What follows belongs to an exercise in optimizing a design on an open flow for small area and a short achievable clock period; a production flow would make more cautious choices.
The RTL was checked by simulation tests, not by an equivalence proof against the original design.

==> 05-27: inputs <==
## des
module des(
	input wire clk,
	input wire rst,
	input wire [63:0] id,
	input wire [63:0] key,
	input wire invalid,
	output wire [63:0] od,
	output wire outvalid
);
  ...
Settings: LEC_CHECK=0, CAP_MARGIN=20, CORE_MARGIN=2, CORE_UTILIZATION=50, PLACE_DENSITY=0.65, SETUP_SLACK_MARGIN=0.8, SLEW_MARGIN=20; clock period 3.3 ns.
standard.sh (not shown) runs the stock make flow with config.mk's settings and CLKGATE_MAP_FILE= SYNTH_SCRIPT=/design/flow/synth_recipe.tcl, a recipe that flattens the netlist after the stock synthesis.
==> flow/flow/run.sh <==
#!/bin/bash
# The standard layout, with two changes to synthesis only: ABC maps with an
# area-oriented script (flow/abc_map.script) and full/half adders are not extracted.
# Registers come out of the same dfflibmap step as in the standard synthesis.
set -euo pipefail
W=$PWD
sed -e "s#SYNTH_SCRIPT=[^ ]*#SYNTH_SCRIPT=$W/flow/my_synth.tcl ADDER_MAP_FILE=#" standard.sh > my_standard.sh
export MY_ABC_SCRIPT=$W/flow/abc_map.script
bash my_standard.sh > flow_make.log 2>&1
==> flow/flow/abc_map.script <==
&get -n
&st
&dch -f
&nf -R 1000
&put
topo
stime -c
buffer -c
upsize -c
dnsize -c
==> flow/flow/my_synth.tcl <==
# synth_recipe.tcl with ABC's mapping script replaced by $::env(MY_ABC_SCRIPT)
proc synth {args} { yosys synth -nofsm -noshare {*}$args }
proc abc {args} {
  set i [lsearch -exact $args -script]
  if { $i >= 0 && [info exists ::env(MY_ABC_SCRIPT)] } { lset args [expr {$i+1}] $::env(MY_ABC_SCRIPT) }
  yosys abc {*}$args
}
source $::env(SCRIPTS_DIR)/synth.tcl
# left out here: clear keep_hierarchy, flatten, clean up, hide names made inside functions, write 1_2_yosys.v
==> inputs of 09-18, as changes to 05-27 <==
==> flow/flow/abc_map.script (replaced) <==
&get -n
&st
&dch
&nf
&put
buffer -c
topo
stime -c
upsize -c
dnsize -c
--- a/flow/config.mk
+++ b/flow/config.mk
@@ -8,6 +8,6 @@
 export CAP_MARGIN = 20
 export CORE_MARGIN = 2
-export CORE_UTILIZATION = 50
-export PLACE_DENSITY = 0.65
-export SETUP_SLACK_MARGIN = 0.8
+export CORE_UTILIZATION = 40
+export PLACE_DENSITY = 0.6
+export SETUP_SLACK_MARGIN = 1.2
 export SLEW_MARGIN = 20
==> inputs of 11-19, as changes to 05-27 <==
==> flow/flow/abc_map.script (replaced) <==
&get -n
&st
&dch
&nf
&put
buffer -c
topo
stime -c
upsize -c
dnsize -c
--- a/flow/config.mk
+++ b/flow/config.mk
@@ -8,6 +8,6 @@
 export CAP_MARGIN = 20
 export CORE_MARGIN = 2
-export CORE_UTILIZATION = 50
-export PLACE_DENSITY = 0.65
-export SETUP_SLACK_MARGIN = 0.8
+export CORE_UTILIZATION = 40
+export PLACE_DENSITY = 0.6
+export SETUP_SLACK_MARGIN = 0.6
 export SLEW_MARGIN = 20
==> metrics.yaml <==
outcome:
  status: "complete, no violations"
cells_and_area:
  final_area_um2: 121000
  final_util_pct: 48.7
  clock_area_share_pct: 5.96
  multi_input_area_um2: 63300
timing:
  fmax_mhz: 368
routing:
  via_per_inst: 5.83
  wl_met1_um: 133000
worst_setup_path:
  crit_family: "compound AO/OA/AOI/OAI gates"
grt:
  grt_pass1_vias: 90581
synthesis:
  syn_avg_cell_area_um2: 8.50
[end of results for 11-19]
==> metrics.yaml <==
routing:
  wl_met1_um: 143000
  via_per_inst: 5.98
cells_and_area:
  final_util_pct: 63.3
  final_area_um2: 157000
  multi_input_area_um2: 85700
worst_setup_path:
  crit_family: "compound AO/OA/AOI/OAI gates"
synthesis:
  syn_avg_cell_area_um2: 8.50
grt:
  grt_pass1_vias: 96612
outcome:
  status: "complete, no violations"
[end of results for 09-18]
==> metrics.yaml <==
outcome:
  status: "complete, no violations"
cells_and_area:
  final_util_pct: 62.1
  multi_input_area_um2: 65500
  final_area_um2: 121000
worst_setup_path:
  crit_family: "XOR/XNOR gates"
timing:
  fmax_mhz: 377
  fin_crit_sh_pct: 80.3
synthesis:
  syn_avg_cell_area_um2: 8.28
  synth_top_family_by_area: "compound AO/OA/AOI/OAI gates"
routing:
  wl_met1_um: 120000
  via_per_inst: 6.25
grt:
  grt_pass1_vias: 90212
[end of results for 05-27]

[afterwards: timing with drivers on the ports]
How much do the figures lean on ideal ports? The routed layouts below were timed once more, with nothing changed but the port constraints.
Step 1, drivers: a clkbuf_16 drives clk and a buf_2 each remaining input, both assumed.
Step 2 also shifts input and output timing later by t, the mid clock arrival at the registers, as if the neighbouring blocks saw the same clock.
Three values: ideal ports, drivers, drivers and shift; two values: the first two.
run	t (ns)	slack for setup (ns)	worst hold slack (ns)	pins driven straight from the clock port
05-27	0.957	0.651 / 0.651 / 0.096	0.239 / 0.169 / 0.312	1
09-18	0.970	0.868 / 0.868 / 0.399	0.025 / -0.053 / 0.318	1
11-19	0.960	0.581 / 0.581 / -0.008	0.238 / 0.161 / 0.324	1
With both steps, setup timing fails in 11-19, where it was met with ideal ports. The setup slack of 11-19, which loses most, moves by 0.000 ns with the drivers and by -0.589 ns with both steps.
